What follows belongs to an exercise in optimizing a design on an open flow for small area, a short achievable clock period and few clock cycles per item; a production flow would make more cautious choices. Where RTL was checked, it was by simulation tests only, not by an equivalence proof against the original. For runs 6 to 8, only the layout was checked, not whether the RTL still works. No activity file was given, so power comes from the tool's default toggle rates.

**flow/constraint.sdc**
```tcl
create_clock -name core_clock -period 5.0 [get_ports {clk}]
set_input_delay 1.0000 -clock core_clock [delete_from_list [all_inputs] [get_ports {clk}]]
set_output_delay 1.0000 -clock core_clock [all_outputs]
set_load 0.01 [all_outputs]
```
**flow/flow/run.sh**
```bash
#!/bin/bash
# Standard layout, with plain buffers (instead of delay cells) on the ports.
set -o pipefail
bash standard.sh "BUFFER_PORTS_ARGS=-buffer_cell sky130_fd_sc_hd__buf_1" finish > flow.log 2>&1
```
**flow/design.v**
```verilog
module DT(
	input			clk,
	input			reset,
	output	reg		done,
	output	reg		sti_rd,
	output		[9:0]	sti_addr,
	input		[15:0]	sti_di,
	output	reg		res_wr,
	output	reg		res_rd,
	output	reg	[13:0]	res_addr,
	output		[7:0]	res_do,
	input		[7:0]	res_di,
	output	reg		fw_finish
	);
function lt6;
	input [5:0] x, y;
	reg [5:0] gt, lt;
	integer i;
	begin
		lt6 = 1'b0;
		for (i = 0; i < 6; i = i + 1)
			lt6 = (~x[i] & y[i]) | (~(x[i] & ~y[i]) & lt6);
	end
endfunction
function [6:0] add7;
	input [6:0] x, y;
	reg [6:0] g, p, c;
	reg t;
	integer i, j, m;
	begin
		g = x & y;
		p = x ^ y;
		for (i = 0; i < 7; i = i + 1) begin
			c[i] = 1'b0;
			for (j = 0; j < i; j = j + 1) begin
				t = g[j];
				for (m = j + 1; m < i; m = m + 1)
					t = t & p[m];
				c[i] = c[i] | t;
			end
		end
		add7 = p ^ c;
	end
endfunction
function [9:0] inc10;
	input [9:0] x;
	reg t;
	integer i, m;
	begin
		for (i = 0; i < 10; i = i + 1) begin
			t = 1'b1;
			for (m = 0; m < i; m = m + 1)
				t = t & x[m];
			inc10[i] = x[i] ^ t;
		end
	end
endfunction
function [5:0] min6;
	input [5:0] x, y;
	min6 = lt6(x, y) ? x : y;
endfunction
function [3:0] lsb16;
	input [15:0] v;
	integer i;
	begin
		lsb16 = 4'd0;
		for (i = 15; i >= 0; i = i - 1)
			if (v[i]) lsb16 = i[3:0];
	end
endfunction
reg s_init, s_fdec, s_fra, s_frb, s_fw, s_fend;
reg s_bfind, s_bgo, s_bru, s_brv, s_bf, s_bl, s_bwn;
reg [5:0] do_r;		 
reg [5:0] a, b;		 
reg [9:0] wcnt;		 
reg [3:0] k;		 
reg xr;			 
reg fobj;		 
reg wv;			 
reg adj;		 
reg nc;			 
assign res_do = {2'b00, do_r};
assign sti_addr = wcnt ^ {10{fw_finish}};
wire [5:0] di = res_di[5:0];
wire [3:0] kn = k + (fw_finish ? 4'd1 : 4'd15);
wire xn = sti_di[kn];		 
wire [15:0] masked = sti_di & (16'hFFFF << k);
wire mz = (masked == 16'd0);
wire [3:0] f = lsb16(masked);
wire wend = (wcnt == 10'd1015);
wire flast = (res_addr == 14'd16382);
wire lt_adi = lt6(a, di);
wire [5:0] min_adi = lt_adi ? a : di;
wire [5:0] a_p1 = a + 6'd1;
wire [5:0] di_p1 = di + 6'd1;
wire [5:0] min_adi_p1 = lt_adi ? a_p1 : di_p1;
wire [5:0] fm1 = do_r - 6'd1;
wire bwrite = lt6(a, fm1) || lt6(di, fm1);
wire fwr = (s_fdec & !fobj) | s_fw;		 
wire badv = (s_bgo & !adj) | (s_bl & !bwrite & !nc) | (s_bwn & !nc);	 
wire bnext = (s_bl & !bwrite & nc) | (s_bwn & nc);	 
wire [6:0] rsrc = s_bgo ? ~wcnt[9:3] : res_addr[13:7];
wire [6:0] csrc = s_bgo ? ~{wcnt[2:0], k} : res_addr[6:0];
wire r_up = (s_fdec & fobj) | s_brv | s_bl;
wire r_dn = s_fw | s_bf | (s_bgo & adj & !wv) | (s_fdec & !fobj & (res_addr[6:0] == 7'd127));
wire c_m1 = s_fw | s_bf | s_bru | s_bwn;
wire c_p1 = (s_fdec & !fobj) | s_fra | s_frb | (s_bgo & adj & !wv);
wire c_p2 = s_fdec & fobj & wv;
wire [6:0] rnext = add7(rsrc, r_up ? 7'h7f : {6'd0, r_dn});
wire [6:0] cnext = add7(csrc, c_m1 ? 7'h7f : {5'd0, c_p2, c_p1});
always @(posedge clk or negedge reset) begin
	if (!reset) begin
		s_init <= 1'b1;
		s_fdec <= 1'b0;
		s_fra <= 1'b0;
		s_frb <= 1'b0;
		s_fw <= 1'b0;
		s_fend <= 1'b0;
		s_bfind <= 1'b0;
		s_bgo <= 1'b0;
		s_bru <= 1'b0;
		s_brv <= 1'b0;
		s_bf <= 1'b0;
		s_bl <= 1'b0;
		s_bwn <= 1'b0;
		done <= 1'b0;
		fw_finish <= 1'b0;
		sti_rd <= 1'b0;
		res_wr <= 1'b0;
		res_rd <= 1'b0;
		res_addr <= 14'd16383;
		wcnt <= 10'd0;
		k <= 4'd15;
		xr <= 1'b0;
		fobj <= 1'b0;
		wv <= 1'b0;
	end else begin
		s_init <= 1'b0;
		s_fdec <= s_init | s_fw | (s_fdec & !fobj & !flast);
		s_fra <= s_fdec & fobj & !wv;
		s_frb <= s_fra;
		s_fw <= (s_fdec & fobj & wv) | s_frb;
		s_fend <= s_fdec & !fobj & flast;
		s_bfind <= s_fend | (s_bfind & mz & !wend) | badv;
		s_bgo <= s_bfind & !mz;
		s_bru <= s_bgo & adj & !wv;
		s_brv <= s_bru;
		s_bf <= (s_bgo & adj & wv) | s_brv | bnext;
		s_bl <= s_bf;
		s_bwn <= s_bl & bwrite;
		done <= done | (s_bfind & mz & wend);
		if (s_fend) fw_finish <= 1'b1;
		res_rd <= (s_fdec & fobj) | s_fra | s_frb | (s_bgo & adj) | s_bru | s_brv | s_bf | bnext;
		res_wr <= fwr | (s_bgo & !adj) | (s_bl & bwrite);
		res_addr <= (s_bl & bwrite) ? ~{wcnt, k} : {rnext, cnext};
		sti_rd <= s_init | (fwr & (k == 4'd1)) | s_fend | (s_bfind & mz & !wend) | (badv & (k == 4'd15));
		if (s_fend)
			wcnt <= 10'd8;
		else if ((fwr & (k == 4'd1)) | (s_bfind & mz & !wend) | (badv & (k == 4'd15)))
			wcnt <= inc10(wcnt);
		if (s_fend | (s_bfind & mz))
			k <= 4'd0;
		else if (s_bfind)
			k <= f;
		else if (fwr | (s_bgo & !adj) | (s_bl & !bwrite) | s_bwn)
			k <= kn;
		if (fwr) xr <= xn;
		if (s_fdec & !fobj) fobj <= xn & xr;
		else if (s_fw) fobj <= xn;
		if ((s_fdec & !fobj) | s_fend | (s_bgo & !adj)) wv <= 1'b0;
		else if (s_fw | s_bl) wv <= 1'b1;
	end
end
always @(posedge clk) begin
	if (s_fend | (s_bfind & mz)) adj <= 1'b0;
	else if (s_bfind) adj <= adj & (f == k);
	else if (s_bgo) adj <= 1'b1;
	if (s_bf) nc <= xn & (k != 4'd15);
	if (s_init) do_r <= 6'd0;
	else if (s_fdec & !fobj) do_r <= {5'd0, xr};
	else if (s_fw) do_r <= min_adi_p1;
	else if (s_bgo & !adj) do_r <= 6'd1;
	else if (s_bf) do_r <= di;
	else if (s_bl & bwrite) do_r <= min_adi_p1;
	if (s_fdec & fobj) a <= wv ? min6(a, do_r) : do_r;
	else if (s_fra | s_frb | s_brv) a <= min_adi;
	else if (s_fw | s_bl) a <= min6(b, di);
	else if (s_bru) a <= di;
	else if (s_bf) a <= min6(a, do_r);
	if (s_frb | s_fw | s_brv | s_bl) b <= di;
end
endmodule
```
**flow/standard.sh**
```bash
#!/bin/bash
# synth_recipe.tcl (not shown) runs the flow's synth.tcl, then flattens the netlist and writes it again
# the make line also repeats each setting of config.mk as NAME=value (left out here)
make -C /OpenROAD-flow-scripts/flow DESIGN_CONFIG=/design/flow/config.mk WORK_HOME=/design/flow/orfs CLKGATE_MAP_FILE= SYNTH_SCRIPT=/design/flow/synth_recipe.tcl "${@:-finish}"
```
**flow/config.mk**
```make
export PLATFORM = sky130hd
export DESIGN_NAME = DT
export DESIGN_NICKNAME = DT
export VERILOG_FILES = /design/flow/design.v
export SDC_FILE = /design/flow/constraint.sdc
export NUM_CORES = 4
export LEC_CHECK = 0
export ABC_AREA = 1
export CAP_MARGIN = 20
export CORE_MARGIN = 2
export CORE_UTILIZATION = 55
export PLACE_DENSITY = 0.7
export SETUP_SLACK_MARGIN = 2.3
export SLEW_MARGIN = 20
```
==> results.toml, run 1 <==
[logic_synthesis]
synth_commonest_cells = "nand2_1 (198), inv_1 (79), nand3_1 (71)"
yosysSeqAreaShare_pct = 33.63
synth_cell_types = 48
syn_avg_cell_area_sq_um = 7.125
synth.cell_area_sq_um = 5294
ys.flop_type = "dfrtp_1"
synthTopCellsByArea = "dfrtp_1 (14%), nand2_1 (14%), dfstp_2 (9.4%)"
ys_warn_count = 1
synth_top_area_share_pct = 14.18
ys_seq_elements = 69
postSynthCellCount = 743
yosysTopAreaCell = "dfrtp_1"
synth_most_common_cell = "nand2_1"
synth_edf_count = 13
synthArstFlopShare_pct = 71.01

[timing]
fin_crit_sh_pct = 51.95
final.min_clock_period_ns = 2.597
worst_pin_slew_ns = 0.9156
clock.fmax_ghz = 0.3850
rsz0062_at_grt = "false"
maxSlewHeadroom_pct = 38.49
finalHoldViolations = 0
drv_slew = 0
finalClockSkew_ns = 0.01395
setup_violations = 0
setup-tns-final_ns = 0

[clock_network]
cts_num_sinks = 69
clock_latency_ns = 0.36
cts_max_level = 3
clk_pin_slew_ns = 0.08
root_buffer = "clkbuf_8"
cts_tree = "yes"
cts_buffers = 9
clock_path_buffers = 2

[final_layout]
drive_gt1_share_pct = 14.62
n_antenna_cell = 0
layout.cells.non_filler = 950
fin_nets = 871
stdcell_area_sq_um = 6066
nFillCells = 875
area_growth_pct = 14.58

[setup_path]
worst_setup_path_start_kind = "input port"
slowest_stage = "ha_4"
reg2reg_to = "res_addr[6]"
crit_path_max_fanout = 6
crit_chain = "buf_2, inv_2, o22ai_1, nand3_1, nand3_2, nand3_2, nand3_4, buf_4, nand3_1, nand2_1, ha_4, o21ai_0, a21oi_1, nor2_1, a211oi_1"
critPathArrivalTime_ns = 2.88
critPathKind = "in2reg"
end_kind = "register"
r2r_slack_ns = 2.48
worstReg2RegStart = "s_fdec"
crit_required_ns = 5.28
cpPeakStageDelay_ns = 0.28
reg2reg_depth = 17

[power]
vdd_drop_max_mv = 0.4001
leakage_uw = 0.003001
p_per_area_nw_per_um2 = 795.2

[place]
dpl.cell_count = 915
place.gp.congestion = 0.9844
placed_area_sq_um = 5578
dp_hpwl_microns = 11210
portBuffers = 58

[detailed_routing]
wl_microns = 15030
drtAntennaViolNets = 0
drc = 0
drtPass1Iterations = 5
via_per_inst = 5.627
via_count = 5346
post_drt_wl_per_cell_microns = 15.82
dr.first_iter.drc_count = 336

[floorplan]
rows = 35
dieArea_sq_um = 10430
dieWidth_microns = 102.1
core_area_sq_um = 9284
start_util_pct = 57.02
dieHeight_microns = 102.1
io_pins = 63

[status]
status = "timing/DRC/antenna clean"

[global_routing]
antenna_found_initial = 0
grt_max_degree = 36
grtUsageTotal_pct = 29.65
grt_overflow = 0
first_global_vias = 5077
grt_pass1_wl_microns = 24090

[worst_hold_path]
min_to = "s_frb"
hp-start = "s_fra"
min_delay_path_depth = 0
hold_path.class = "reg2reg"

[run]
cap_violations = 0
## flip-flops by register name, indices dropped and copies added, names as in the netlist, 4 cells and up
signal / count
b: 6
a: 6
res_addr: 14
do_r: 6
k: 4
wcnt: 10
## cells by family (layout without fill, tap and decap cells)
family	count (synthesis)	count (layout)	synth area share (%)
AOI/OAI and AO/OA	134	134	14.51
muxes	1	1	0.1891
other	1	3	0.07084
adders and majority gates	29	29	7.280
buffers and inverters	106	181	8.437
and+or+nand+nor	374	375	30.94
xor gates and xnor gates	29	29	4.940
DFF	69	69	33.63
## per-stage QoR
stage | utilization [%] | worst slack, ns | total power, uW | hold WS (ns)
floorplan | - | 2.446 | 3413 | 0.3762
global placement | 60.08 | 1.718 | 4001 | 0.3868
detailed placement | 60.08 | 1.730 | 4094 | 0.4017
CTS | 62.37 | 2.285 | 4559 | 0.4107
global route | 65.34 | 2.282 | 5332 | 0.4250
finish | 65.34 | 2.403 | 4824 | 0.4176
## critical path: cells and delay by family
kind	cells	cell delay, ns
buffers and inverters	3	0.47
AND/OR/NAND/NOR	7	0.69
AO/OA/AOI/OAI	4	0.44
adder cells (fa/ha/maj)	1	0.28
## worst max-delay path by stage
| stage | startpoint | end | cells after the start |
|---|---|---|---|
| 4_1_cts | do_r[0] | wcnt[0] | 15 |
| 2_1_floorplan | s_fdec | res_addr[12] | 15 |
| 3_3_place_gp | res_di[0] | do_r[0] | 15 |
| 5_1_grt | res_di[0] | do_r[1] | 15 |
| 3_5_place_dp | res_di[0] | do_r[0] | 15 |
| 6_report | res_di[0] | do_r[1] | 15 |
## layout by cell type (no fill, tap or decap), types with 4 or more instances in the layout
| cell | Yosys | final |
|---|---|---|
| nand4_1 | 18 | 18 |
| a21oi_1 | 21 | 19 |
| o22ai_1 | 12 | 12 |
| ha_1 | 26 | 24 |
| inv_1 | 79 | 72 |
| buf_4 | 4 | 19 |
| nor2_1 | 58 | 57 |
| or2_2 | 6 | 6 |
| nand2_4 | 3 | 4 |
| o21ai_0 | 66 | 62 |
| nand2_2 | 5 | 7 |
| nand3b_1 | 4 | 4 |
| dfstp_2 | 19 | 18 |
| nand3_1 | 71 | 67 |
| inv_2 | 8 | 12 |
| nand3_2 | 3 | 5 |
| xor2_1 | 23 | 22 |
| o21ai_1 | 9 | 13 |
| xnor2_1 | 5 | 5 |
| dfrtp_1 | 30 | 27 |
| edfxtp_1 | 13 | 13 |
| o221ai_1 | 4 | 4 |
| buf_2 | 3 | 4 |
| buf_1 | 1 | 52 |
| nand2_1 | 198 | 194 |
| o211ai_1 | 6 | 6 |
| dfxtp_1 | 7 | 6 |
| clkbuf_8 | 0 | 9 |
## where the power goes
group	switching, uW	total, uW	internal [uW]
sequential	307	1230	922
combinational	1970	3180	1210
clock	232	411	179
## routing by layer
metal / global-route usage (%) / part of all wire [%] / vias up / wire (microns)
li1: - / - / 2627 / -
met1: 36.87 / 40 / 2479 / 6081
met2: 50.15 / 49 / 190 / 7373
met3: 3.625 / 5.6 / 50 / 847
met4: 16.51 / 4.8 / 0 / 722
met5: 0 / 0 / - / 0
## area by class of cell
cell class                 count  area, sq um  area share, %
clock buffer                  10        127.6          2.104
clock inverter                 6        40.04         0.6601
inverter                      88        346.6          5.714
multi-input combinational    571         3228          53.22
sequential                    69         1792          29.54
tap                          129        161.4          2.661
timing repair buffer          77        370.4          6.106
## timing repair
| item | 4_1_cts | 5_1_grt |
|---|---|---|
| pin swaps | 1 | 8 |
| hold buffers | 0 | 0 |
| buffers inserted | 1 | 17 |
| endpoints found under the setup margin | 27 | 30 |
| hold endpoints to repair | 0 | 0 |
| cloned | 0 | 1 |
| resized for setup | 13 | 44 |
Testbench counts, summed over its fixed seeds: cycles 1,042,110, images 32.
==> run 2: changes to the inputs <==
--- a/flow/config.mk
+++ b/flow/config.mk
@@ -10,5 +10,5 @@
 export CORE_MARGIN = 2
 export CORE_UTILIZATION = 55
 export PLACE_DENSITY = 0.7
-export SETUP_SLACK_MARGIN = 2.3
+export SETUP_SLACK_MARGIN = 2.5
 export SLEW_MARGIN = 20
==> run 2 against run 1 <==
Compared with the run above:
- clock skew rose by 0.0060 ns
- clock power rose by 15%
- via count rose by 3.5%
- global-route usage barely moved
- critical path depth rose by 1
- largest cell class unchanged
- largest power group unchanged
==> results.toml, run 2 <==
[timing]
fin_crit_sh_pct = 48.64
fin_ws_ns = 2.568
setup-tns-final_ns = 0
maxSlewHeadroom_pct = 40.16
finalHoldViolations = 0
clock.fmax_ghz = 0.4112
setup_violations = 0
drv_slew = 0
worst_pin_slew_ns = 0.8908
hold_ws_ns = 0.4335
final.min_clock_period_ns = 2.432
rsz0062_at_grt = "true"
finalClockSkew_ns = 0.01997

[detailed_routing]
wl_microns = 15540
via_per_inst = 5.712
drtPass1Iterations = 5
drtAntennaViolNets = 0
post_drt_wl_per_cell_microns = 16.04
dr.first_iter.drc_count = 299
drc = 0
via_count = 5535

[setup_path]
cpPeakStageDelay_ns = 0.47
r2r_slack_ns = 2.57
cpMostUsedCell = "nand2_2"
worstReg2RegStart = "s_bf"
crit_family = "simple AND/OR/NAND/NOR gates"
critPathKind = "reg2reg"
end_kind = "register"
cp.buffers_inverters = 1
worstSetupStartpoint = "s_bf"
slowest_stage = "dfrtp_2"
worst_setup_path_start_kind = "register"
crit_path_max_fanout = 5
reg2reg_depth = 16
critPathArrivalTime_ns = 2.72
crit_required_ns = 5.29
crit_chain = "nor2_2, inv_2, nor3_4, nand2_2, ha_4, ha_4, o21ai_2, nand2_2, nand2_2, nand2_2, nand2_2, nand2_2, a21oi_2, xor2_1, nand2_1, o21ai_1"
reg2reg_to = "res_addr[6]"

[power]
clockPowerShare_pct = 8.9
p_seq_share_pct = 22.7
p_per_area_nw_per_um2 = 814.4
comb_power_share_pct = 68.4
vdd_drop_max_mv = 0.4086
intPower_uw = 2624
switchingPower_uw = 2662
switching_share_pct = 50.36
finalPower_uw = 5286
leakage_uw = 0.003161

[status]
status = "timing/DRC/antenna clean"

[clock_network]
clk_pin_slew_ns = 0.09
cts_hold_buffers = 0
root_buffer = "clkbuf_8"
cts_max_level = 3
cts_buffers = 9
clock_latency_ns = 0.36
clock_path_buffers = 2
cts_tree = "yes"
cts_num_sinks = 69

[final_layout]
nFillCells = 782
fin_nets = 890
layout.cells.non_filler = 969
area_growth_pct = 22.60
n_antenna_cell = 0
largest_register = "res_addr"
mostFrequentLayoutCell = "nand2_1"
register_area_sq_um = 1800
multi_input_comb_area_sq_um = 3372
reg.largest.list = "res_addr x14, wcnt x10"
mostFrequentLayoutCells = "nand2_1 (183), inv_1 (69), nand3_1 (66)"
largest_reg_flops = 14
drive_gt1_share_pct = 20.48

[floorplan]
start_util_pct = 57.02
core_area_sq_um = 9284
dieArea_sq_um = 10430
rows = 35
dieHeight_microns = 102.1
dieWidth_microns = 102.1
io_pins = 63

[global_routing]
grt_pass1_wl_microns = 23940
grt_max_degree = 36
grtUsageTotal_pct = 29.60
first_global_vias = 5041
grt_overflow = 0
antenna_found_initial = 0

[logic_synthesis]
ys_warn_count = 1
syn_avg_cell_area_sq_um = 7.125
yosysTopAreaCell = "dfrtp_1"
synth_top_area_share_pct = 14.18
synth_most_common_cell = "nand2_1"
postSynthCellCount = 743
synth_cell_types = 48
yosysSeqAreaShare_pct = 33.63
synth.cell_area_sq_um = 5294
synthArstFlopShare_pct = 71.01
synthTopCellsByArea = "dfrtp_1 (14%), nand2_1 (14%), dfstp_2 (9.4%)"
synth_commonest_cells = "nand2_1 (198), inv_1 (79), nand3_1 (71)"
synth_edf_count = 13
ys_seq_elements = 69
ys.flop_type = "dfrtp_1"

[run]
cap_violations = 0

[place]
place.gp.congestion = 0.9598
dp_hpwl_microns = 11110
portBuffers = 58
place_ws_ns = 1.778
dpl.cell_count = 915

[worst_hold_path]
hold_path.class = "reg2reg"
min_to = "s_frb"
hp-start = "s_fra"
min_delay_path_depth = 0
run 2: metal layers:
layer / wire length (microns) / vias to the layer above / track usage, %
met5: 0 / - / 0
met4: 448 / 0 / 11.79
met3: 859 / 41 / 4.172
met2: 7876 / 202 / 52.07
met1: 6357 / 2621 / 36.72
li1: - / 2671 / -
run 2: kinds of logic (layout without fill, tap and decap cells):
group | Yosys count | count (layout) | share of synthesized area [%]
compound gates | 134 | 134 | 14.51
simple gates | 374 | 375 | 30.94
xor+xnor | 29 | 29 | 4.940
flops | 69 | 69 | 33.63
fa+ha+maj | 29 | 29 | 7.280
mux | 1 | 1 | 0.1891
other cells | 1 | 3 | 0.07084
buf+inv | 106 | 200 | 8.437
run 2: per-stage QoR:
step | instance area (sq um) | util, %
after floorplan | 5325 | -
after detailed placement | 5595 | 60.27
after global routing | 6490 | 69.91
after global placement | 5595 | 60.27
final | 6490 | 69.91
after CTS | 5996 | 64.58
run 2: worst register-to-register path: cells and delay by family, from the launching register on:
family / cells / cell delay, ns
simple gates: 9 / 0.91
compound gates: 3 / 0.33
buf+inv: 1 / 0.07
fa+ha+maj: 2 / 0.41
xor+xnor: 1 / 0.15
flops: 1 / 0.47
run 2: area by class of cell:
type | count | area share [%]
multi-input combinational | 571 | 51.96
sequential | 69 | 27.74
timing repair buffer | 96 | 9.100
inverter | 88 | 5.610
tap | 129 | 2.487
clock buffer | 11 | 2.179
clock inverter | 5 | 0.9254
run 2: timing repair:
action	in CTS	in global routing
setup endpoints to repair	52	33
gates resized for setup	36	72
gates cloned	1	0
pin swaps	8	30
setup buffers	9	28
run 2: power by group through the flow:
stage | clock [uW] | sequential [uW] | combinational, uW
2_1_floorplan | 0 | 1120 | 2310
5_1_grt | 498 | 1230 | 4050
6_report | 471 | 1200 | 3610
3_5_place_dp | 0 | 1220 | 2880
4_1_cts | 476 | 1220 | 3080
3_3_place_gp | 0 | 1220 | 2810
run 2: how the worst max path moves through the flow:
stage,endpoint,slack (ns),cells after the start
2_1_floorplan,do_r[2],2.49,16
3_3_place_gp,do_r[0],1.78,15
3_5_place_dp,do_r[0],1.78,15
4_1_cts,res_addr[6],2.37,16
5_1_grt,res_addr[6],2.35,16
6_report,res_addr[6],2.57,16
==> run 3: changes to the inputs <==
--- a/flow/config.mk
+++ b/flow/config.mk
@@ -10,5 +10,5 @@
 export CORE_MARGIN = 2
 export CORE_UTILIZATION = 55
 export PLACE_DENSITY = 0.7
-export SETUP_SLACK_MARGIN = 2.5
+export SETUP_SLACK_MARGIN = 2.4
 export SLEW_MARGIN = 20
==> run 3 against run 2 <==
Compared with the run above:
- sequential power hardly changed
- clock skew is 0.0047 ns lower
- design area is 4.9% lower
- critical endpoint is now do_r[1]
==> results.toml, run 3 <==
[final_layout]
largest_register = "res_addr"
mostFrequentLayoutCell = "nand2_1"
fin_nets = 878
layout.cells.non_filler = 957
drive_gt1_share_pct = 16.91
stdcell_area_sq_um = 6171
largest_reg_flops = 14
reg.largest.list = "res_addr x14, wcnt x10"
mostFrequentLayoutCells = "nand2_1 (189), inv_1 (71), nand3_1 (67)"
n_antenna_cell = 0
area_growth_pct = 16.57

[detailed_routing]
wl_microns = 15220
drc = 0
wirelength_met1_microns = 6082
via_per_inst = 5.642
wl_met2_microns = 7444
dr.first_iter.drc_count = 328
top_layer_used = "met4"
drtAntennaViolNets = 0
wl_met3_microns = 919
drtPass1Iterations = 6
via_count = 5399
post_drt_wl_per_cell_microns = 15.91

[power]
switchingPower_uw = 2559
p_per_area_nw_per_um2 = 801.1
p_seq_share_pct = 24.7
intPower_uw = 2385
comb_power_share_pct = 67.0
leakage_uw = 0.003051
switching_share_pct = 51.76
clockPowerShare_pct = 8.3
finalPower_uw = 4944
vdd_drop_max_mv = 0.4044

[setup_path]
worstReg2RegStart = "s_fdec"
end_kind = "register"
r2r_slack_ns = 2.55
reg2reg_depth = 15
worstSetupStartpoint = "res_di[0]"
cpPeakStageDelay_ns = 0.26
critPathKind = "in2reg"
crit_chain = "buf_4, inv_4, o22ai_1, nand3_1, nand3_2, nand3_2, nand3_4, buf_4, nand3_1, nand2_2, ha_4, o21ai_1, a21oi_1, nor2_1, a211oi_1"
crit_path_max_fanout = 6
crit_required_ns = 5.27
critPathArrivalTime_ns = 2.76
cp.buffers_inverters = 3
reg2reg_to = "res_addr[12]"
slowest_stage = "ha_4"
cp_num_cells = 15
worst_setup_path_start_kind = "input port"
crit_family = "simple AND/OR/NAND/NOR gates"

[clock_network]
root_buffer = "clkbuf_8"
cts_buffers = 9
clk_pin_slew_ns = 0.08
cts_hold_buffers = 0
clock_path_buffers = 2
clock_latency_ns = 0.36
cts_num_sinks = 69
cts_max_level = 3
cts_tree = "yes"

[timing]
setup-tns-final_ns = 0
fin_crit_sh_pct = 49.85
setup_violations = 0
final.min_clock_period_ns = 2.493
drv_slew = 0
maxSlewHeadroom_pct = 39.55
finalClockSkew_ns = 0.01531
fin_ws_ns = 2.507
rsz0062_at_grt = "true"
finalHoldViolations = 0
worst_pin_slew_ns = 0.8998
clock.fmax_ghz = 0.4012

[worst_hold_path]
hp-start = "s_fra"
hold_path.class = "reg2reg"
min_to = "s_frb"
min_delay_path_depth = 0

[floorplan]
dieArea_sq_um = 10430
dieWidth_microns = 102.1
rows = 35
io_pins = 63
core_area_sq_um = 9284
start_util_pct = 57.02
dieHeight_microns = 102.1

[logic_synthesis]
syn_avg_cell_area_sq_um = 7.125
synthTopCellsByArea = "dfrtp_1 (14%), nand2_1 (14%), dfstp_2 (9.4%)"
postSynthCellCount = 743
ys.flop_type = "dfrtp_1"
synthArstFlopShare_pct = 71.01
synth_edf_count = 13
synth_simple_gate_area_share_pct = 30.94
yosysSeqAreaShare_pct = 33.63
synth_cell_types = 48
yosysTopAreaCell = "dfrtp_1"
ys_seq_elements = 69
synthAdderAreaFrac_pct = 7.280
synth_commonest_cells = "nand2_1 (198), inv_1 (79), nand3_1 (71)"
synth_most_common_cell = "nand2_1"
synth_top_family_by_area = "simple AND/OR/NAND/NOR gates"
synth.cell_area_sq_um = 5294
synth_xor_xnor_area_share_pct = 4.940
synth_mux_area_share_pct = 0.1891
synth_top_area_share_pct = 14.18
ys_warn_count = 1
synth_compound_area_share_pct = 14.51

[global_routing]
grtUsageTotal_pct = 29.76
grt_max_degree = 36
antenna_found_initial = 0
first_global_vias = 5095
grt_pass1_wl_microns = 24170
grt_overflow = 0

[place]
dp_hpwl_microns = 11210
place.gp.congestion = 0.9844
dpl.cell_count = 915
place_ws_ns = 1.730
portBuffers = 58
placed_area_sq_um = 5578

[run]
cap_violations = 0

[status]
status = "timing/DRC/antenna clean"
## run 3: cell counts after synthesis
No cell type changed its count.
## run 3: worst max-delay path by stage
stage,endpoint,slack [ns]
after floorplan,res_addr[12],2.45
after global placement,do_r[0],1.72
after detailed placement,do_r[0],1.73
after CTS,do_r[2],2.42
after global routing,res_addr[13],2.36
final,do_r[1],2.51
## run 3: cell type report
class                      count  area, sq um
clock inverter                 6        40.04
inverter                      88        354.1
clock buffer                  10        127.6
timing repair buffer          85        437.9
tap                          129        161.4
multi-input combinational    570         3252
sequential                    69         1798
fill                         856         3113
## run 3: cells by family (layout without fill, tap and decap cells)
group                      count (synthesis)  in the layout
AOI/OAI and AO/OA                        134            134
other                                      1              3
xor gates and xnor gates                  29             29
and+or+nand+nor                          374            374
adders and majority gates                 29             29
muxes                                      1              1
DFF                                       69             69
buffers and inverters                    106            189
## run 3: stage by stage
| stage | hold WS (ns) | utilization [%] |
|---|---|---|
| floorplan | 0.3762 | - |
| global placement | 0.3868 | 60.08 |
| detailed placement | 0.4017 | 60.08 |
| CTS | 0.4107 | 63.06 |
| global route | 0.4463 | 66.47 |
| finish | 0.4357 | 66.47 |
## run 3: per-layer routing
layer,track usage [%],vias up
met1,36.43,2507
met5,0,-
li1,-,2643
met3,3.899,53
met4,16.51,0
met2,50.86,196
## run 3: power by group through the flow
stage               combinational (uW)  clock [uW]  sequential [uW]
global route                      3760         438             1250
detailed placement                2880           0             1220
finish                            3310         411             1220
global placement                  2790           0             1210
CTS                               2970         418             1220
floorplan                         2290           0             1120
## run 3: repair_timing
action,4_1_cts,5_1_grt
hold endpoints to repair,0,0
setup endpoints to repair,35,31
gates resized for setup,27,53
cloned,0,0
setup buffers,4,22
pin swaps,3,14
==> run 4: changes to the inputs <==
--- a/flow/config.mk
+++ b/flow/config.mk
@@ -10,5 +10,5 @@
 export CORE_MARGIN = 2
 export CORE_UTILIZATION = 55
 export PLACE_DENSITY = 0.7
-export SETUP_SLACK_MARGIN = 2.4
+export SETUP_SLACK_MARGIN = 2.45
 export SLEW_MARGIN = 20
==> run 4 against run 3 <==
Compared with the run above:
- first-iteration DRC count is 20% lower
- fmax is 0.47% higher
- via count is 2.0% higher
- design area is 3.2% higher
- clock skew is 0.0040 ns lower
- sequential share of layout area is 0.86 points lower
- critical path type unchanged
- largest power group unchanged
==> results.toml, run 4 <==
[final_layout]
area_growth_pct = 20.35
n_antenna_cell = 0
mostFrequentLayoutCell = "nand2_1"
nFillCells = 836
largest_reg_flops = 14
register_area_sq_um = 1802
stdcell_area_sq_um = 6371
mostFrequentLayoutCells = "nand2_1 (186), inv_1 (71), nand3_1 (68)"
multi_input_comb_area_sq_um = 3279
drive_gt1_share_pct = 19.08
fin_nets = 894
largest_register = "res_addr"
layout.cells.non_filler = 973
reg.largest.list = "res_addr x14, wcnt x10"

[setup_path]
critPathArrivalTime_ns = 2.71
critPathKind = "in2reg"
end_kind = "register"
cpPeakStageDelay_ns = 0.30
crit_required_ns = 5.23
crit_family = "simple AND/OR/NAND/NOR gates"
crit_path_max_fanout = 7
crit_chain = "buf_2, inv_1, nand2_1, nand3_2, nand3_4, nand2_4, o21ai_4, ha_2, o21ai_1, a21oi_1, nor2_1, a211oi_2"
worst_setup_path_start_kind = "input port"
slowest_stage = "ha_2"
cp.buffers_inverters = 2

[global_routing]
antenna_found_initial = 0
grt_pass1_wl_microns = 24220
first_global_vias = 5075
grtUsageTotal_pct = 29.77
grt_max_degree = 50
grt_overflow = 0

[worst_hold_path]
hold_path.class = "reg2reg"

[logic_synthesis]
syn_avg_cell_area_sq_um = 7.125
postSynthCellCount = 743
synth_cell_types = 48
synth_most_common_cell = "nand2_1"
synth_edf_count = 13
synthTopCellsByArea = "dfrtp_1 (14%), nand2_1 (14%), dfstp_2 (9.4%)"
synthArstFlopShare_pct = 71.01
yosysSeqAreaShare_pct = 33.63
ys_warn_count = 1
yosysTopAreaCell = "dfrtp_1"
synth.cell_area_sq_um = 5294
synth_commonest_cells = "nand2_1 (198), inv_1 (79), nand3_1 (71)"
synth_top_area_share_pct = 14.18
ys.flop_type = "dfrtp_1"
ys_seq_elements = 69

[floorplan]
start_util_pct = 57.02
dieHeight_microns = 102.1
io_pins = 63
dieArea_sq_um = 10430
dieWidth_microns = 102.1
core_area_sq_um = 9284
rows = 35

[timing]
fin_crit_sh_pct = 49.62
setup_violations = 0
finalClockSkew_ns = 0.01128
setup-tns-final_ns = 0
drv_slew = 0
finalHoldViolations = 0
clock.fmax_ghz = 0.4031
worst_pin_slew_ns = 0.8498
final.min_clock_period_ns = 2.481
maxSlewHeadroom_pct = 42.91
rsz0062_at_grt = "true"

[clock_network]
clock_latency_ns = 0.35
clk_pin_slew_ns = 0.08
cts_tree = "yes"
cts_hold_buffers = 0
cts_buffers = 9
cts_num_sinks = 69
clock_path_buffers = 2
cts_max_level = 3
root_buffer = "clkbuf_8"

[place]
placed_area_sq_um = 5592
portBuffers = 58
dp_hpwl_microns = 11100
place.gp.congestion = 0.9877
dpl.cell_count = 916

[run]
cap_violations = 0

[detailed_routing]
via_count = 5508
drtAntennaViolNets = 0
dr.first_iter.drc_count = 263
drtPass1Iterations = 5
wl_microns = 15530
drc = 0
via_per_inst = 5.661
post_drt_wl_per_cell_microns = 15.96

[power]
p_per_area_nw_per_um2 = 809.3
vdd_drop_max_mv = 0.4350
leakage_uw = 0.003145

[status]
status = "timing/DRC/antenna clean"
-- run 4: cell type report --
class                      instances  share of cell area [%]
inverter                          88                   5.577
clock inverter                     6                   1.002
sequential                        69                   28.28
clock buffer                      10                   2.003
multi-input combinational        571                   51.47
timing repair buffer             100                   9.132
tap                              129                   2.533
-- run 4: logic make-up (layout without fill, tap and decap cells) --
kind of cell	count (synthesis)	count (layout)	share of synthesized area, %
AND/OR/NAND/NOR	374	375	30.94
AO/OA/AOI/OAI	134	134	14.51
buffers and inverters	106	204	8.437
flip-flops	69	69	33.63
adder cells (fa/ha/maj)	29	29	7.280
XOR/XNOR	29	29	4.940
other	1	3	0.07084
multiplexers	1	1	0.1891
-- run 4: power by group --
part	leakage, uW	switching (uW)	internal (uW)
Combinational	0.00228	2120	1380
Clock	0.0000923	224	230
Sequential	0.000772	282	924
Total	0.00314	2620	2530
-- run 4: stage by stage --
step / util [%] / setup slack (ns) / total power (uW) / hold slack [ns]
6_report: 68.63 / 2.519 / 5156 / 0.4424
3_5_place_dp: 60.23 / 1.743 / 4105 / 0.4151
4_1_cts: 63.83 / 2.362 / 4694 / 0.4205
2_1_floorplan: - / 2.461 / 3418 / 0.3762
3_3_place_gp: 60.23 / 1.752 / 4007 / 0.4038
5_1_grt: 68.63 / 2.377 / 5654 / 0.4548
-- run 4: timing repair --
item / in CTS / in global routing
setup buffers: 6 / 34
gates cloned: 1 / 0
pin swaps: 4 / 16
gates resized for setup: 26 / 60
setup endpoints to repair: 40 / 34
-- run 4: final timing paths --
kind                                start     endpoint  slack, ns  cells past startpoint
min in group asynchronous           reset      wcnt[7]       0.74                      2
worst min register to register      s_fra        s_frb       0.44                      0
worst max register to register       s_fw  res_addr[6]       2.56                     16
worst max-delay path            res_di[3]      do_r[1]       2.52                     12
worst min-delay path                s_fra        s_frb       0.44                      0
max in group asynchronous           reset    fw_finish       3.78                      2
-- run 4: metal layers --
metal / routed length, microns / vias up / track usage [%]
met5: 0 / - / 0
met4: 670 / 0 / 15.59
met3: 745 / 54 / 3.557
met2: 7752 / 194 / 50.96
met1: 6363 / 2578 / 36.94
li1: - / 2682 / -
==> run 5: changes to the inputs <==
--- a/flow/config.mk
+++ b/flow/config.mk
@@ -9,6 +9,7 @@
 export CAP_MARGIN = 20
 export CORE_MARGIN = 2
 export CORE_UTILIZATION = 55
+export CTS_BUF_LIST = sky130_fd_sc_hd__clkbuf_4 sky130_fd_sc_hd__clkbuf_8
 export PLACE_DENSITY = 0.7
-export SETUP_SLACK_MARGIN = 2.45
+export SETUP_SLACK_MARGIN = 2.4
 export SLEW_MARGIN = 20
==> run 5 against run 4 <==
Compared with the run above:
- synthesized area stayed put
- clock-buffer cell count stayed put
- still clean on timing, DRC and antenna
- sequential power hardly changed
- synthesized cell count stayed put
- critical path type unchanged
- largest power group unchanged
- hold slack worse by 0.0067 ns
- design area is 3.1% lower
- combinational power is 5% lower
- clock skew is 0.0044 ns higher
- register-to-register slack hardly changed
- clock power is 8.2% lower
- core utilization is 2.1 points lower
- critical endpoint unchanged
- cell count is 1.6% lower
==> results.toml, run 5 <==
[floorplan]
core_area_sq_um = 9284
dieWidth_microns = 102.1
io_pins = 63
dieHeight_microns = 102.1
start_util_pct = 57.02
rows = 35
dieArea_sq_um = 10430

[final_layout]
reg.largest.list = "res_addr x14, wcnt x10"
largest_reg_flops = 14
area_growth_pct = 16.64
mostFrequentLayoutCell = "nand2_1"
n_antenna_cell = 0
largest_register = "res_addr"
fin_nets = 878
mostFrequentLayoutCells = "nand2_1 (189), inv_1 (71), nand3_1 (67)"
drive_gt1_share_pct = 17.03

[logic_synthesis]
synth_commonest_cells = "nand2_1 (198), inv_1 (79), nand3_1 (71)"
ys_seq_elements = 69
synth_cell_types = 48
postSynthCellCount = 743
synth_most_common_cell = "nand2_1"
yosysSeqAreaShare_pct = 33.63
synth_top_area_share_pct = 14.18
synthArstFlopShare_pct = 71.01
synth_edf_count = 13
synthTopCellsByArea = "dfrtp_1 (14%), nand2_1 (14%), dfstp_2 (9.4%)"
syn_avg_cell_area_sq_um = 7.125
yosysTopAreaCell = "dfrtp_1"
synth.cell_area_sq_um = 5294
ys.flop_type = "dfrtp_1"
ys_warn_count = 1

[timing]
finalClockSkew_ns = 0.01570
drv_slew = 0
clock.fmax_ghz = 0.4011
finalHoldViolations = 0
final.min_clock_period_ns = 2.493
rsz0062_at_grt = "true"
maxSlewHeadroom_pct = 40.03
setup_violations = 0
setup-tns-final_ns = 0
worst_pin_slew_ns = 0.8927
fin_ws_ns = 2.507
fin_crit_sh_pct = 49.86

[power]
leakage_uw = 0.003054
finalPower_uw = 4947
p_per_area_nw_per_um2 = 801.2
vdd_drop_max_mv = 0.4041

[detailed_routing]
via_count = 5383
drtAntennaViolNets = 0
dr.first_iter.drc_count = 327
via_per_inst = 5.625
drtPass1Iterations = 5
wl_microns = 15210
drc = 0
post_drt_wl_per_cell_microns = 15.90

[global_routing]
first_global_vias = 5095
grtUsageTotal_pct = 29.76
grt_max_degree = 36
grt_pass1_wl_microns = 24170
grt_overflow = 0
antenna_found_initial = 0

[place]
portBuffers = 58
place_ws_ns = 1.730
place.gp.congestion = 0.9844
dp_hpwl_microns = 11210

[setup_path]
worst_setup_path_start_kind = "input port"
crit_path_max_fanout = 6
end_kind = "register"
critPathKind = "in2reg"
crit_required_ns = 5.27
critPathArrivalTime_ns = 2.76

[clock_network]
cts_max_level = 3
clk_pin_slew_ns = 0.08
clock_path_buffers = 2
cts_hold_buffers = 0
clock_latency_ns = 0.36
root_buffer = "clkbuf_8"
cts_num_sinks = 69
cts_buffers = 9
cts_tree = "yes"

[run]
cap_violations = 0

[worst_hold_path]
hold_path.class = "reg2reg"

[status]
status = "timing/DRC/antenna clean"
## run 5: timing repair
action,in CTS,in global routing
setup endpoints to repair,35,31
pin swaps,3,14
gates resized for setup,27,53
buffers inserted,4,22
## run 5: metrics by stage
step	hold slack [ns]	cells	utilization, %	area, sq um
after floorplan	0.3762	745	-	5306
after global placement	0.3868	915	60.08	5578
after detailed placement	0.4017	915	60.08	5578
after CTS	0.4107	935	63.10	5858
after global routing	0.4463	957	66.51	6175
final	0.4357	957	66.51	6175
## run 5: area by class of cell
class                      instances  area (sq um)
fill                             855          3109
clock inverter                     6         40.04
multi-input combinational        570          3252
inverter                          88         354.1
tap                              129         161.4
sequential                        69          1798
clock buffer                      10         131.4
timing repair buffer              85         437.9
## run 5: metal layers
metal  wire length [microns]  vias up  share of wire, %  global-route usage (%)
met5                       0        -                 0                       0
met4                     779        0               5.1                   16.51
met3                     909       53               6.0                   3.899
met2                    7440      190                49                   50.86
met1                    6082     2496                40                   36.43
li1                        -     2644                 -                       -
## run 5: path summary, 6_finish.rpt
| check | start | end | slack (ns) | cells past startpoint |
|---|---|---|---|---|
| max | res_di[0] | do_r[1] | 2.51 | 15 |
| min | s_fra | s_frb | 0.44 | 0 |
| max reg2reg | s_fdec | res_addr[12] | 2.55 | 15 |
| min reg2reg | s_fra | s_frb | 0.44 | 0 |
| max in group asynchronous | reset | res_addr[3] | 3.62 | 2 |
| min in group asynchronous | reset | wcnt[8] | 0.55 | 1 |
## run 5: cell families (layout without fill, tap and decap cells)
kind of cell / count (synthesis) / count (layout) / synth area share, %
AOI/OAI and AO/OA: 134 / 134 / 14.51
other: 1 / 3 / 0.07084
muxes: 1 / 1 / 0.1891
and+or+nand+nor: 374 / 374 / 30.94
adders and majority gates: 29 / 29 / 7.280
buffers and inverters: 106 / 189 / 8.437
DFF: 69 / 69 / 33.63
xor gates and xnor gates: 29 / 29 / 4.940
## run 5: worst max-delay path: stages
cell,delay (ns)
buf_4,0.16
inv_4,0.10
o22ai_1,0.07
nand3_1,0.13
nand3_2,0.10
nand3_2,0.08
nand3_4,0.12
buf_4,0.17
nand3_1,0.08
nand2_2,0.09
ha_4,0.26
o21ai_1,0.06
a21oi_1,0.14
nor2_1,0.06
a211oi_1,0.15
## run 5: where the power goes
group          internal [uW]  switching (uW)  leakage [uW]
Sequential               924             296      0.000772
Clock                    185             231     0.0000860
Combinational           1280            2030       0.00220
Total                   2390            2560       0.00305
==> run 6: changes to the inputs <==
--- a/flow/design.v
+++ b/flow/design.v
@@ -85,7 +85,8 @@
 wire [3:0] kn = k + (fw_finish ? 4'd1 : 4'd15);
 wire xn = sti_di[kn];		 
 wire [15:0] masked = sti_di & (16'hFFFF << k);
-wire mz = (masked == 16'd0);
+reg rem;		 
+wire mz = sti_rd ? (sti_di == 16'd0) : !rem;
 wire [3:0] f = lsb16(masked);
 wire wend = (wcnt == 10'd1015);
 wire flast = (res_addr == 14'd16382);
@@ -176,6 +177,7 @@
 	else if (s_bfind) adj <= adj & (f == k);
 	else if (s_bgo) adj <= 1'b1;
 	if (s_bf) nc <= xn & (k != 4'd15);
+	rem <= |(sti_di & (16'hFFFE << k));
 	if (s_init) do_r <= 6'd0;
 	else if (s_fdec & !fobj) do_r <= {5'd0, xr};
 	else if (s_fw) do_r <= min_adi_p1;
--- a/flow/config.mk
+++ b/flow/config.mk
@@ -9,7 +9,6 @@
 export CAP_MARGIN = 20
 export CORE_MARGIN = 2
 export CORE_UTILIZATION = 55
-export CTS_BUF_LIST = sky130_fd_sc_hd__clkbuf_4 sky130_fd_sc_hd__clkbuf_8
 export PLACE_DENSITY = 0.7
 export SETUP_SLACK_MARGIN = 2.4
 export SLEW_MARGIN = 20
==> run 6 against run 5 <==
Compared with the run above:
- still clean
- non-clock buffer count down 9
- via count up 3.5%
- cell count up 3.1%
- largest power group unchanged
- critical path depth down 4
- synthesized area up 3.3%
- sequential power up 4%
- core utilization down 1.5 points
- flip-flop and latch count up 1
- power up 5.0%
- clock-buffer cell count up 3
- synthesized cell count up 4.6%
==> results.toml, run 6 <==
[power]
switchingPower_uw = 2655
intPower_uw = 2539
clockPowerShare_pct = 9.4
vdd_drop_max_mv = 0.3592
switching_share_pct = 51.12
comb_power_share_pct = 66.1
p_per_area_nw_per_um2 = 820.7
leakage_uw = 0.003105
p_seq_share_pct = 24.5

[detailed_routing]
post_drt_wl_per_cell_microns = 15.75
drtAntennaViolNets = 0
via_count = 5572
dr.first_iter.drc_count = 355
wl_microns = 15540
drc = 0
via_per_inst = 5.645
drtPass1Iterations = 5

[final_layout]
largest_reg_flops = 14
nFillCells = 916
mostFrequentLayoutCells = "nand2_1 (190), inv_1 (77), nand3_1 (77)"
stdcell_area_sq_um = 6329
n_antenna_cell = 0
area_growth_pct = 15.72
register_area_sq_um = 1815
mostFrequentLayoutCell = "nand2_1"
multi_input_comb_area_sq_um = 3371
drive_gt1_share_pct = 15.69
largest_register = "res_addr"
reg.largest.list = "res_addr x14, wcnt x10"
fin_nets = 904

[timing]
fin_crit_sh_pct = 50.69
finalClockSkew_ns = 0.01342
maxSlewHeadroom_pct = 54.08
clock.fmax_ghz = 0.3946
setup_violations = 0
final.min_clock_period_ns = 2.534
setup-tns-final_ns = 0
rsz0062_at_grt = "true"
drv_slew = 0
worst_pin_slew_ns = 0.6856
finalHoldViolations = 0

[logic_synthesis]
synth_edf_count = 13
ys_seq_elements = 70
synth_xor_xnor_area_share_pct = 4.782
postSynthCellCount = 777
ys.flop_type = "dfrtp_1"
syn_avg_cell_area_sq_um = 7.039
synth_top_family_by_area = "simple AND/OR/NAND/NOR gates"
yosysTopAreaCell = "nand2_1"
ys_warn_count = 1
synth_mux_area_share_pct = 0.1830
synth_top_area_share_pct = 13.86
synth.cell_area_sq_um = 5469
synthArstFlopShare_pct = 70.00
synthAdderAreaFrac_pct = 7.046
synth_compound_area_share_pct = 13.96
synth_simple_gate_area_share_pct = 32.40
synth_commonest_cells = "nand2_1 (202), inv_1 (85), nand3_1 (77)"
yosysSeqAreaShare_pct = 32.92
synth_most_common_cell = "nand2_1"
synth_cell_types = 50
synthTopCellsByArea = "nand2_1 (14%), dfrtp_1 (14%), dfstp_2 (9.1%)"

[setup_path]
critPathArrivalTime_ns = 2.74
critPathKind = "in2reg"
crit_path_max_fanout = 8
cpPeakStageDelay_ns = 0.31
cp.buffers_inverters = 3
end_kind = "register"
crit_required_ns = 5.21
crit_family = "simple AND/OR/NAND/NOR gates"
cpMostUsedCell = "nand2_1"
crit_chain = "buf_1, nor4_1, nand2_1, o32ai_2, and2_4, nand2_1, nand2_1, clkinvlp_4, buf_12, nand3_1, nand3_1"
slowest_stage = "nor4_1"
worst_setup_path_start_kind = "input port"

[global_routing]
first_global_vias = 5129
grt_pass1_wl_microns = 24840
grt_overflow = 0
grt_max_degree = 50
grtUsageTotal_pct = 28.50
antenna_found_initial = 0

[clock_network]
root_buffer = "clkbuf_8"
cts_num_sinks = 70
cts_max_level = 3
clk_pin_slew_ns = 0.08
cts_tree = "yes"
clock_path_buffers = 2
clock_latency_ns = 0.35
cts_buffers = 9
cts_hold_buffers = 0

[place]
dp_hpwl_microns = 11570
placed_area_sq_um = 5766
place.gp.congestion = 0.9088
portBuffers = 58

[floorplan]
start_util_pct = 56.21
dieWidth_microns = 103.7
io_pins = 63
core_area_sq_um = 9729
rows = 36
dieHeight_microns = 103.7
dieArea_sq_um = 10760

[worst_hold_path]
hold_path.class = "reg2reg"

[run]
cap_violations = 0

[status]
status = "timing/DRC/antenna clean"
run 6: changes by cell type in the layout (fill, tap and decap cells not counted), sizes merged, moves of 3 or more:
cell / delta
nand4: -3
inv: +8
nand3b: +5
buf: -10
clkbuf: +4
nor3: +3
nand3: +8
o211ai: -3
nand2: +5
a21oi: +3
nor4: +3
run 6: power by group through the flow:
stage          Combinational [uW]  Sequential [uW]  Clock [uW]
5_1_grt                      3920             1300         515
3_3_place_gp                 2930             1250           0
2_1_floorplan                2420             1150           0
3_5_place_dp                 3040             1250           0
6_report                     3430             1270         487
4_1_cts                      3110             1240         489
run 6: logic make-up (layout without fill, tap and decap cells):
kind of cell / count (synthesis) / in the layout
AND/OR/NAND/NOR: 395 / 397
AO/OA/AOI/OAI: 136 / 136
buffers and inverters: 116 / 189
flip-flops: 70 / 70
adder cells (fa/ha/maj): 29 / 29
XOR/XNOR: 29 / 29
other: 1 / 3
multiplexers: 1 / 1
run 6: cell type report:
class	count	share of cell area, %
flip-flops and latches	70	28.69
well taps	133	2.630
repair buffers	76	6.168
clock inverters	3	0.6722
inverters	97	6.050
multi-input cells	595	53.26
clock buffers	13	2.531
run 6: what timing repair did:
item,CTS,global route
setup buffers,2,15
gates cloned,0,2
endpoints found under the setup margin,27,36
gates resized for setup,15,56
pin swaps,2,9
run 6: layer usage:
metal / up-vias / routed length [microns] / global-route usage [%]
li1: 2739 / - / -
met1: 2640 / 6468 / 35.06
met2: 164 / 7813 / 50.19
met3: 29 / 824 / 4.154
met4: 0 / 437 / 11.58
met5: - / 0 / 0
run 6: through the flow:
step	hold WS (ns)	total power, uW	worst slack, ns	cells	utilization [%]
floorplan	0.3758	3565	2.471	779	-
global placement	0.3948	4172	1.828	952	59.26
detailed placement	0.4011	4286	1.829	952	59.26
CTS	0.4234	4843	2.344	970	61.93
global route	0.4683	5737	2.342	987	65.05
finish	0.4399	5194	2.466	987	65.05
run 6: path summary, 6_finish.rpt:
| path | depth (start not counted) | startpoint | slack [ns] | end |
|---|---|---|---|---|
| setup / recovery | 11 | sti_di[10] | 2.47 | wcnt[3] |
| hold / removal | 0 | s_fra | 0.44 | s_frb |
| setup reg to reg | 16 | s_fw | 2.56 | res_addr[6] |
| hold reg to reg | 0 | s_fra | 0.44 | s_frb |
| max in group asynchronous | 2 | reset | 3.78 | fw_finish |
| min in group asynchronous | 2 | reset | 0.75 | wcnt[2] |
==> run 7: changes to the inputs <==
--- a/flow/design.v
+++ b/flow/design.v
@@ -79,14 +79,14 @@
 reg wv;			 
 reg adj;		 
 reg nc;			 
+reg wrapf;		 
 assign res_do = {2'b00, do_r};
 assign sti_addr = wcnt ^ {10{fw_finish}};
 wire [5:0] di = res_di[5:0];
 wire [3:0] kn = k + (fw_finish ? 4'd1 : 4'd15);
 wire xn = sti_di[kn];		 
 wire [15:0] masked = sti_di & (16'hFFFF << k);
-reg rem;		 
-wire mz = sti_rd ? (sti_di == 16'd0) : !rem;
+wire mz = (masked == 16'd0);
 wire [3:0] f = lsb16(masked);
 wire wend = (wcnt == 10'd1015);
 wire flast = (res_addr == 14'd16382);
@@ -103,7 +103,7 @@
 wire [6:0] rsrc = s_bgo ? ~wcnt[9:3] : res_addr[13:7];
 wire [6:0] csrc = s_bgo ? ~{wcnt[2:0], k} : res_addr[6:0];
 wire r_up = (s_fdec & fobj) | s_brv | s_bl;
-wire r_dn = s_fw | s_bf | (s_bgo & adj & !wv) | (s_fdec & !fobj & (res_addr[6:0] == 7'd127));
+wire r_dn = s_fw | s_bf | (s_bgo & adj & !wv) | (s_fdec & !fobj & wrapf);
 wire c_m1 = s_fw | s_bf | s_bru | s_bwn;
 wire c_p1 = (s_fdec & !fobj) | s_fra | s_frb | (s_bgo & adj & !wv);
 wire c_p2 = s_fdec & fobj & wv;
@@ -135,6 +135,7 @@
 		xr <= 1'b0;
 		fobj <= 1'b0;
 		wv <= 1'b0;
+		wrapf <= 1'b1;
 	end else begin
 		s_init <= 1'b0;
 		s_fdec <= s_init | s_fw | (s_fdec & !fobj & !flast);
@@ -165,6 +166,7 @@
 			k <= f;
 		else if (fwr | (s_bgo & !adj) | (s_bl & !bwrite) | s_bwn)
 			k <= kn;
+		if (fwr) wrapf <= s_fdec & (res_addr[6:0] == 7'd126);
 		if (fwr) xr <= xn;
 		if (s_fdec & !fobj) fobj <= xn & xr;
 		else if (s_fw) fobj <= xn;
@@ -177,7 +179,6 @@
 	else if (s_bfind) adj <= adj & (f == k);
 	else if (s_bgo) adj <= 1'b1;
 	if (s_bf) nc <= xn & (k != 4'd15);
-	rem <= |(sti_di & (16'hFFFE << k));
 	if (s_init) do_r <= 6'd0;
 	else if (s_fdec & !fobj) do_r <= {5'd0, xr};
 	else if (s_fw) do_r <= min_adi_p1;
--- a/flow/config.mk
+++ b/flow/config.mk
@@ -10,5 +10,5 @@
 export CORE_MARGIN = 2
 export CORE_UTILIZATION = 55
 export PLACE_DENSITY = 0.7
-export SETUP_SLACK_MARGIN = 2.4
+export SETUP_SLACK_MARGIN = 2.35
 export SLEW_MARGIN = 20
==> run 7 against run 6 <==
Compared with the run above:
- synthesized cell count shrank 2.6%
- flip-flop and latch count unchanged
- sequential share of layout area is 0.093 points lower
- design area grew 0.81%
- still clean
- critical path type unchanged
- clock skew fell by 0.0012 ns
- synthesized area decreased by 2.7%
- global-route usage up 0.89 points
- hold slack worse by 0.021 ns
- fmax down 1.3%
- critical path depth increased by 6
- sequential power shrank 4%
==> results.toml, run 7 <==
[logic_synthesis]
synth_commonest_cells = "nand2_1 (217), inv_1 (88), o21ai_0 (72)"
synth_cell_types = 50
synth.cell_area_sq_um = 5319
synthTopCellsByArea = "nand2_1 (15%), dfrtp_1 (14%), dfstp_2 (9.9%)"
yosysTopAreaCell = "nand2_1"
syn_avg_cell_area_sq_um = 7.026
postSynthCellCount = 757
synth_most_common_cell = "nand2_1"
ys_seq_elements = 70
synth_top_area_share_pct = 15.31
synthArstFlopShare_pct = 71.43
ys.flop_type = "dfrtp_1"
synth_edf_count = 13
ys_warn_count = 1
yosysSeqAreaShare_pct = 33.97

[final_layout]
nFillCells = 804
largest_reg_flops = 14
area_growth_pct = 19.95
fin_nets = 897
drive_gt1_share_pct = 16.17
final_util_pct = 68.40
largest_register = "res_addr"
n_antenna_cell = 0
reg.largest.list = "res_addr x14, wcnt x10"
mostFrequentLayoutCells = "nand2_1 (207), inv_1 (82), nand3_1 (67)"
stdcell_area_sq_um = 6380
mostFrequentLayoutCell = "nand2_1"

[setup_path]
worstReg2RegStart = "s_fw"
cpMostUsedCell = "nand2_1"
crit_chain = "buf_2, inv_1, nand2_1, nand3_2, nand3_4, nand2_4, buf_4, nand2_1, nand2_1, nand2_1, inv_1, nand2_1, nand2_1, nand2_1, nand2_1, nand2_1, a21oi_1"
slowest_stage = "buf_2"
reg2reg_to = "res_addr[6]"
setup.worst_path.end = "do_r[3]"
worstSetupStartpoint = "res_di[3]"
crit_family = "simple AND/OR/NAND/NOR gates"
crit_path_max_fanout = 9
critPathArrivalTime_ns = 2.81
r2r_slack_ns = 2.52
cpPeakStageDelay_ns = 0.23
end_kind = "register"
cp.buffers_inverters = 4
critPathKind = "in2reg"
worst_setup_path_start_kind = "input port"
reg2reg_depth = 16
crit_required_ns = 5.24
cp_num_cells = 17

[floorplan]
start_util_pct = 57.02
dieArea_sq_um = 10470
io_pins = 63
rows = 35
core_area_sq_um = 9328
dieHeight_microns = 102.3
dieWidth_microns = 102.3

[timing]
maxSlewHeadroom_pct = 42.80
final.min_clock_period_ns = 2.569
clock.fmax_ghz = 0.3893
finalHoldViolations = 0
drv_slew = 0
finalClockSkew_ns = 0.01222
fin_crit_sh_pct = 51.38
worst_pin_slew_ns = 0.8514
rsz0062_at_grt = "false"
setup-tns-final_ns = 0
setup_violations = 0
fin_ws_ns = 2.431

[global_routing]
grt_pass1_wl_microns = 23840
antenna_found_initial = 0
grtUsageTotal_pct = 29.40
grt_max_degree = 51
first_global_vias = 4979
grt_overflow = 0

[status]
status = "timing/DRC/antenna clean"

[power]
leakage_uw = 0.003153
vdd_drop_max_mv = 0.5288
finalPower_uw = 5120
p_per_area_nw_per_um2 = 802.5

[detailed_routing]
dr.first_iter.drc_count = 218
via_per_inst = 5.539
drtPass1Iterations = 4
drc = 0
wl_microns = 15140
post_drt_wl_per_cell_microns = 15.51
drtAntennaViolNets = 0
via_count = 5406

[place]
place_ws_ns = 1.658
place.gp.congestion = 0.9211
portBuffers = 58
dp_hpwl_microns = 10730
placed_area_sq_um = 5637

[clock_network]
clk_pin_slew_ns = 0.09
cts_num_sinks = 70
cts_max_level = 3
cts_buffers = 9
clock_latency_ns = 0.35
clock_path_buffers = 2
root_buffer = "clkbuf_8"
cts_hold_buffers = 0
cts_tree = "yes"

[run]
cap_violations = 0

[worst_hold_path]
hold_path.class = "reg2reg"
==> run 7: cell types whose count changed after synthesis, moves of 5 or more <==
cell / before / now
a21oi_1: 23 / 18
inv_2: 11 / 3
nand2_1: 202 / 217
nand3_1: 77 / 70
nand3b_1: 9 / 3
nand4_1: 15 / 8
nor2_1: 54 / 65
o21ai_0: 66 / 72
o21ai_1: 12 / 3
==> run 7: timing repair <==
action | CTS | global route
buffers inserted | 5 | 19
pin swaps | 4 | 18
gates resized for setup | 28 | 59
cloned | 2 | 1
setup endpoints to repair | 35 | 31
==> run 7: cells by family after synthesis <==
logic type | share of synthesized area (%)
flops | 33.97
fa+ha+maj | 7.622
other cells | 0.07050
xor+xnor | 4.775
compound gates | 13.62
buf+inv | 8.327
simple gates | 31.43
mux | 0.1882
==> run 7: routing by layer <==
metal	part of all wire (%)	track usage (%)	up-vias
met5	0	0	-
met4	2.8	11.69	0
met3	5.0	4.993	36
met2	50	51.47	154
met1	42	36.12	2548
li1	-	-	2668
==> run 7: worst min path at each step <==
stage | startpoint | endpoint | slack (ns) | depth (start not counted)
after CTS | s_fra | s_frb | 0.42 | 0
after global routing | s_fra | s_frb | 0.44 | 0
after floorplan | s_fra | s_frb | 0.38 | 0
after detailed placement | s_fra | s_frb | 0.40 | 0
after global placement | s_fra | s_frb | 0.39 | 0
final | s_fra | s_frb | 0.42 | 0
==> run 7: final cells by class <==
class	count	area, sq um	share of cell area, %
clock buffer	11	152.6	2.393
clock inverter	5	81.33	1.275
timing repair buffer	86	489.2	7.668
inverter	92	360.3	5.648
sequential	70	1824	28.59
tap	129	161.4	2.530
multi-input combinational	583	3311	51.89
==> run 7: power breakdown <==
group,internal (uW),switching (uW),total [uW]
logic,1340,2010,3360
clock network,312,230,542
registers,937,283,1220
==> run 7: metrics by stage <==
step | std cells | hold WS (ns)
finish | 976 | 0.4184
global placement | 933 | 0.3937
floorplan | 759 | 0.3762
detailed placement | 933 | 0.4025
CTS | 956 | 0.4223
global route | 976 | 0.4385
==> run 8: changes to the inputs <==
--- a/flow/config.mk
+++ b/flow/config.mk
@@ -10,5 +10,5 @@
 export CORE_MARGIN = 2
 export CORE_UTILIZATION = 55
 export PLACE_DENSITY = 0.7
-export SETUP_SLACK_MARGIN = 2.35
+export SETUP_SLACK_MARGIN = 2.45
 export SLEW_MARGIN = 20
==> run 8 against run 7 <==
Compared with the run above:
- flip-flop and latch count is the same
- critical path type unchanged
- sequential share of layout area is 0.76 points lower
- cell count is 1.4% higher
- hold slack improved by 0.026 ns
- still clean
- sequential power barely moved
- die area stayed put
- largest power group unchanged
- via count up 2.4%
==> results.toml, run 8 <==
[status]
status = "timing/DRC/antenna clean"

[final_layout]
fin_nets = 911
area_growth_pct = 23.12
layout.cells.non_filler = 990
mostFrequentLayoutCells = "nand2_1 (201), inv_1 (81), nand3_1 (66)"
largest_reg_flops = 14
mostFrequentLayoutCell = "nand2_1"
reg.largest.list = "res_addr x14, wcnt x10"
n_antenna_cell = 0
largest_register = "res_addr"
drive_gt1_share_pct = 19.28

[clock_network]
cts_max_level = 3
clk_pin_slew_ns = 0.08
clock_path_buffers = 2
cts_tree = "yes"
cts_hold_buffers = 0
clock_latency_ns = 0.34
cts_buffers = 9
root_buffer = "clkbuf_8"
cts_num_sinks = 70

[global_routing]
grt_max_degree = 51
grt_pass1_wl_microns = 24700
first_global_vias = 5109
grtUsageTotal_pct = 30.39
grt_overflow = 0
antenna_found_initial = 0

[detailed_routing]
dr.first_iter.drc_count = 363
drtPass1Iterations = 5
via_per_inst = 5.594
post_drt_wl_per_cell_microns = 16.16
via_count = 5538
drc = 0
wl_microns = 16000
drtAntennaViolNets = 0

[power]
p_per_area_nw_per_um2 = 809.8
vdd_drop_max_mv = 0.5230
leakage_uw = 0.003225

[setup_path]
end_kind = "register"
slowest_stage = "maj3_2"
r2r_slack_ns = 2.56
crit_chain = "buf_2, inv_2, maj3_2, nand2_1, nand2_1, o21bai_2, nand3_4, nor2_4, nand2_2, nand3_4, nand2_8, nand2_8, nand2_1, nand2_1"
critPathKind = "in2reg"
crit_required_ns = 5.28
worstReg2RegStart = "wcnt[0]"
cpMostUsedCell = "nand2_1"
worst_setup_path_start_kind = "input port"
critPathArrivalTime_ns = 2.78
crit_path_max_fanout = 8
cpPeakStageDelay_ns = 0.31
worstSetupStartpoint = "res_di[2]"

[floorplan]
core_area_sq_um = 9328
dieArea_sq_um = 10470
io_pins = 63
start_util_pct = 57.02
dieHeight_microns = 102.3
dieWidth_microns = 102.3
rows = 35

[timing]
drv_slew = 0
worst_pin_slew_ns = 0.9473
hold_ws_ns = 0.4448
rsz0062_at_grt = "true"
finalHoldViolations = 0
fin_ws_ns = 2.500
setup_violations = 0
setup-tns-final_ns = 0
maxSlewHeadroom_pct = 36.36
finalClockSkew_ns = 0.01186
fin_crit_sh_pct = 50.00
final.min_clock_period_ns = 2.500
clock.fmax_ghz = 0.4000

[logic_synthesis]
yosysTopAreaCell = "nand2_1"
syn_avg_cell_area_sq_um = 7.026
synth_commonest_cells = "nand2_1 (217), inv_1 (88), o21ai_0 (72)"
ys_warn_count = 1
synth_most_common_cell = "nand2_1"
synth_edf_count = 13
synth_top_area_share_pct = 15.31
ys.flop_type = "dfrtp_1"
ys_seq_elements = 70
synthTopCellsByArea = "nand2_1 (15%), dfrtp_1 (14%), dfstp_2 (9.9%)"
yosysSeqAreaShare_pct = 33.97
synth.cell_area_sq_um = 5319
postSynthCellCount = 757
synth_cell_types = 50
synthArstFlopShare_pct = 71.43

[worst_hold_path]
hp-start = "s_fra"
hold_path.class = "reg2reg"

[place]
dpl.cell_count = 933
place_ws_ns = 1.670
dp_hpwl_microns = 11020
place.gp.congestion = 0.9812
portBuffers = 58

[run]
cap_violations = 0
==> run 8: per-stage QoR <==
| stage | utilization [%] | area, sq um | total power (uW) |
|---|---|---|---|
| detailed placement | 60.50 | 5643 | 4112 |
| global placement | 60.50 | 5643 | 4001 |
| CTS | 65.90 | 6147 | 4921 |
| finish | 70.21 | 6549 | 5303 |
| global route | 70.21 | 6549 | 5805 |
| floorplan | - | 5339 | 3415 |
==> run 8: worst paths after layout <==
path,endpoint,cells past startpoint
setup / recovery,wcnt[9],14
hold / removal,s_frb,0
setup reg to reg,wcnt[9],12
hold reg to reg,s_frb,0
max in group asynchronous,s_bgo,2
min in group asynchronous,fw_finish,2
==> run 8: layout make-up <==
| type | instances | area (sq um) |
|---|---|---|
| Clock buffer | 12 | 176.4 |
| Clock inverter | 4 | 51.30 |
| Multi-Input combinational cell | 584 | 3363 |
| Tap cell | 129 | 161.4 |
| Fill cell | 815 | 2779 |
| Sequential cell | 70 | 1823 |
| Timing Repair Buffer | 99 | 600.6 |
| Inverter | 92 | 372.9 |
==> run 8: kinds of logic after synthesis <==
kind of cell	Yosys count	synth area share (%)
AND/OR/NAND/NOR	390	31.43
AO/OA/AOI/OAI	127	13.62
buffers and inverters	108	8.327
flip-flops	70	33.97
adder cells (fa/ha/maj)	31	7.622
XOR/XNOR	29	4.775
other	1	0.07050
multiplexers	1	0.1882
==> run 8: worst max-delay path, delay by kind of cell <==
kind / cells / cell delay [ns]
buffers and inverters: 2 / 0.29
adder cells (fa/ha/maj): 1 / 0.31
AO/OA/AOI/OAI: 1 / 0.18
AND/OR/NAND/NOR: 10 / 0.97
==> run 8: timing repair <==
item | CTS | global route
pin swaps | 8 | 25
cloned | 2 | 2
gates resized for setup | 47 | 63
setup endpoints to repair | 48 | 31
setup buffers | 11 | 26
==> run 8: layer usage <==
metal | GRT usage [%] | routed length [microns] | vias to the layer above
met2 | 55.21 | 7973 | 184
met3 | 3.762 | 778 | 42
li1 | - | - | 2700
met5 | 0 | 0 | -
met4 | 10.67 | 490 | 0
met1 | 37.11 | 6760 | 2612
==> run 8: power breakdown <==
group | total, uW | switching [uW] | internal (uW)
Clock | 518 | 229 | 288
Sequential | 1220 | 280 | 938
Combinational | 3570 | 2130 | 1440
Total | 5300 | 2630 | 2670

port drivers added, routing unchanged:
Ports are ideal in the flow. The routed layouts listed here were re-timed in OpenROAD.
Step 1 sets driving cells, clkbuf_16 on the clock port and buf_2 on the other inputs (assumed; they add their load-dependent delay and slew).
Step 2, shift: input delay + t, output delay - t, t = (earliest + latest rising clock arrival at the registers) / 2. This alone moves slack from input paths to output paths.
a / b / c = ideal / step 1 / step 2; a / b = the first two.
| run | shift t [ns] | setup slack, ns | worst setup path after step 2 | latest minus earliest clock arrival (ns) |
|---|---|---|---|---|
| run 1 | 0.388 | 2.403 / 2.410 / 2.022 | input to register | 0.015 / 0.014 |
| run 2 | 0.388 | 2.568 / 2.568 / 2.209 | input to register | 0.020 / 0.020 |
| run 3 | 0.389 | 2.507 / 2.513 / 2.124 | input to register | 0.015 / 0.016 |
| run 4 | 0.382 | 2.519 / 2.526 / 2.145 | input to register | 0.012 / 0.011 |
| run 5 | 0.389 | 2.507 / 2.515 / 2.126 | input to register | 0.016 / 0.016 |
| run 6 | 0.382 | 2.466 / 2.481 / 2.099 | input to register | 0.014 / 0.013 |
| run 7 | 0.381 | 2.431 / 2.443 / 2.063 | input to register | 0.013 / 0.013 |
| run 8 | 0.373 | 2.500 / 2.496 / 2.123 | input to register | 0.012 / 0.012 |
After both steps every run listed still meets setup and hold. The setup slack of run 3, which loses most, moves by +0.006 ns with the drivers and by -0.383 ns with both steps.
